From an optimization exercise on the open Yosys and OpenROAD flow, aimed at small area; shortcuts taken in it are not production practice. Only simulation tests tie the RTL to the original design; equivalence was not proved. No activity file was given, so power comes from the tool's default toggle rates.

==> flow/design.v <==
module SoC_Algorithm (
    input clk,
    input rst_n,
    input [15:0] voltage,
    input signed [15:0] current,
    output [7:0] soc
);
function [32:0] radd;
    input [31:0] a;
    input [31:0] b;
    input ci;
    integer k;
    reg c;
    begin
        c = ci;
        for (k = 0; k < 32; k = k + 1) begin
            radd[k] = a[k] ^ b[k] ^ c;
            c = (a[k] & b[k]) | (c & (a[k] ^ b[k]));
        end
        radd[32] = c;
    end
endfunction
reg [5:0] clk_cnt;
reg [6:0] soc_vpend;      
reg [6:0] soc_voltage;
reg [29:0] q4;            
reg use_v_soc;
reg [6:0] soc_r;
reg ticked;               
reg [19:0] wk;            
reg [1:0] scy;            
wire ms_tick  = clk_cnt[5] & clk_cnt[4] & clk_cnt[0];                                             
wire dv_load  = clk_cnt[5] & ~clk_cnt[4] & clk_cnt[3] & ~clk_cnt[2] & ~clk_cnt[1] & clk_cnt[0];   
wire dv_en    = clk_cnt[5];                                                                       
wire pass     = ticked & ~clk_cnt[5] & ~(&clk_cnt[4:1]);                                          
always @(posedge clk or negedge rst_n) begin
    if (!rst_n) clk_cnt <= 6'd0;
    else if (ms_tick) clk_cnt <= 6'd0;
    else clk_cnt <= clk_cnt + 6'd1;
end
wire comp = (current > 16'sd5) || (current < -16'sd5);
wire rest = (current > -16'sd5) && (current < 16'sd5);
wire [15:0] cg = current & {16{comp}};
wire [32:0] xsum = radd({16'd0, voltage}, {16'd0, ~cg}, 1'b1);
wire [15:0] xs = xsum[15:0];
wire x_neg = ~cg[15] & ~xsum[16];    
wire x_ovf = cg[15] & xsum[16];      
wire [32:0] x3 = radd({16'd0, xs}, {15'd0, xs, 1'b0}, 1'b0);
wire [32:0] p = radd({16'd0, xs}, {x3[28:0], 3'd0}, 1'b0);
wire [6:0] q0 = p[20:14];
wire [32:0] lo = radd({25'd0, p[4:0], 2'b00}, {25'd0, q0}, 1'b1);
wire corr = lo[7] & (&p[13:5]);
wire [32:0] q0c = radd({25'd0, q0}, 32'd0, corr);
wire [6:0] f_x = x_neg ? 7'd0 : x_ovf ? 7'd100 : q0c[6:0];
wire [32:0] sv3 = radd({25'd0, soc_voltage}, {24'd0, soc_voltage, 1'b0}, 1'b0);
wire [32:0] sv35 = radd({20'd0, soc_voltage, 5'd0}, {23'd0, sv3[8:0]}, 1'b0);
wire [15:0] addend = rest ? {sv35[13:0], 2'b00} : current;
wire qb = q4[0] & ~use_v_soc;            
wire s1  = wk[15] ^ wk[18] ^ wk[19];
wire k1  = (wk[15] & wk[18]) | (wk[19] & (wk[15] ^ wk[18]));
wire sb  = qb ^ s1 ^ scy[0];
wire k2  = (qb & s1) | (scy[0] & (qb ^ s1));
wire c0n = k1 ^ k2 ^ scy[1];
wire c1n = (k1 & k2) | (scy[1] & (k1 ^ k2));
always @(posedge clk or negedge rst_n) begin
    if (!rst_n) begin
        q4 <= 30'd0;
        ticked <= 1'b0;
    end else begin
        if (pass) q4 <= {sb, q4[29:1]};
        if (ms_tick) ticked <= 1'b1;
    end
end
always @(posedge clk) begin
    if (ms_tick) scy <= 2'b00;
    else scy <= {c1n, c0n};
end
wire [32:0] dd = radd({21'd0, wk[19:9]}, {21'd0, 11'd1173}, 1'b0);    
wire dge = dv_en & dd[11];
integer j;
always @(posedge clk) begin
    if (ms_tick) begin
        wk[19:16] <= 4'd0;
        for (j = 0; j < 16; j = j + 1) wk[15-j] <= addend[j];
    end else if (dv_load) begin
        wk[19:3] <= q4[18:2];
    end else begin
        wk[19:10] <= dge ? dd[9:0] : wk[18:9];
        wk[9:1] <= wk[8:0];
        wk[0] <= dv_en ? dge : wk[0];
    end
end
wire q_big = ~q4[29] & ((|q4[28:19]) | (q4[18:0] >= 19'd350000));
wire [6:0] q_soc = q4[29] ? 7'd0 : q_big ? 7'd100 : wk[6:0];
always @(posedge clk or negedge rst_n) begin
    if (!rst_n) begin
        soc_vpend <= 7'd0;
        soc_voltage <= 7'd0;
        use_v_soc <= 1'b1;
        soc_r <= 7'd0;
    end else if (ms_tick) begin
        soc_vpend <= f_x;
        soc_voltage <= soc_vpend;
        use_v_soc <= rest;
        soc_r <= use_v_soc ? soc_voltage : q_soc;
    end
end
assign soc = {1'b0, soc_r};
endmodule
==> flow/config.mk <==
export PLATFORM = sky130hd
export DESIGN_NAME = SoC_Algorithm
export DESIGN_NICKNAME = SoC_Algorithm
export VERILOG_FILES = /design/flow/design.v
export SDC_FILE = /design/flow/constraint.sdc
export NUM_CORES = 4
export LEC_CHECK = 0
export CAP_MARGIN = 20
export CORE_MARGIN = 2
export CORE_UTILIZATION = 40
export CTS_BUF_LIST = sky130_fd_sc_hd__clkbuf_8
export SLEW_MARGIN = 20
==> flow/constraint.sdc <==
create_clock -name core_clock -period 36.0 [get_ports {clk}]
set_input_delay 7.2000 -clock core_clock [delete_from_list [all_inputs] [get_ports {clk}]]
set_output_delay 7.2000 -clock core_clock [all_outputs]
set_load 0.01 [all_outputs]
standard.sh (not shown) runs the stock make flow with config.mk's settings and CLKGATE_MAP_FILE= SYNTH_SCRIPT=/design/flow/synth_recipe.tcl, a recipe that flattens the netlist after the stock synthesis.
==> flow/flow/run.sh <==
#!/bin/bash
set -euo pipefail
export BUFFER_PORTS_ARGS="-buffer_cell sky130_fd_sc_hd__buf_1"
bash standard.sh > flow_standard.log 2>&1
The starting point produced a clean layout.
Then changed:
--- a/flow/flow/run.sh
+++ b/flow/flow/run.sh
@@ -3,0 +4 @@
+export CTS_ARGS="-sink_clustering_enable -repair_clock_nets -dont_use_dummy_load -buf_list sky130_fd_sc_hd__clkbuf_8"
After rerunning: The new run finished with timing, DRC and antenna clean. Worst setup slack gets worse by 0.055 ns. Synthesized area stays the same. Via count is about the same. Combinational power is about the same. Sequential share of layout area rose by 0.40 points. Final cell count fell by 0.91%. Fmax is about the same. Wire length barely changes. Design area fell by 1.2%.


Setup of the reference run:
Another version of the RTL of SoC_Algorithm (not shown whole).
Size: ~110 flip-flops, about 42 I/O pins, ~0.0044 mm2 of cells after synthesis.
Settings: LEC_CHECK=0, CAP_MARGIN=0, CORE_MARGIN=2, CORE_UTILIZATION=85, GPL_TIMING_DRIVEN=0, SLEW_MARGIN=0; clock period 36.0 ns.
==> flow/flow/run.sh <==
#!/bin/bash
set -euo pipefail
export BUFFER_PORTS_ARGS="-buffer_cell sky130_fd_sc_hd__buf_1"
export CTS_ARGS="-sink_clustering_enable -repair_clock_nets -dont_use_dummy_load -buf_list sky130_fd_sc_hd__clkbuf_8"
bash standard.sh > flow_standard.log 2>&1
--- input diff the reference run..the trial run ---
Settings: CORE_UTILIZATION: 85 -> 60; GPL_TIMING_DRIVEN: 0 -> unset.
--- outcome ---
The trial run against the reference run: share of power burned in combinational logic fell 0.5 points; met1 wire length saw a decrease; via count of the first global-routing pass now smaller. On total power, the trial run does better than the reference run. Reported for the reference run and the trial run, area of the mapped netlist turned out identical to the last digit. Comparing the reference run against the trial run, there is no change at all in number of buffer cells added on primary ports. Combinational cell power was lower in the trial run than in the reference run. A top metal layer carrying routed signals of met4 is what the trial run shows, while met5 belongs to the reference run.

==> port drivers added, routing unchanged <==
No port has a modelled driver above. Below, the same layouts with a new extraction and two added sets of constraints. Step 1, drivers: a clkbuf_16 drives clk and a buf_2 each remaining input, both assumed. Step 2 times the ports against the registers' clock, not the clock port: input delays grow and output delays shrink by t, the midpoint of the rising clock arrivals with the driver on. Three values: no drivers, after step 1, after step 2; two values: the first two.
run	t, ns	slack for setup (ns)	worst setup path at the end	latest minus earliest clock arrival (ns)	pins driven straight from the clock port
the first run of note 1	0.398	17.209 / 17.214 / 16.816	input to register	0.012 / 0.012	1
the second run of note 1	0.385	17.154 / 17.161 / 16.776	input to register	0.027 / 0.028	1
the reference run	0.403	27.176 / 27.184 / 26.781	input to register	0.026 / 0.026	1
the trial run	0.386	27.499 / 27.508 / 27.122	input to register	0.027 / 0.027	1
After both steps every run listed still meets setup and hold. For the reference run, which loses most, drivers alone change the setup slack by +0.008 ns; drivers and shift together by -0.395 ns.
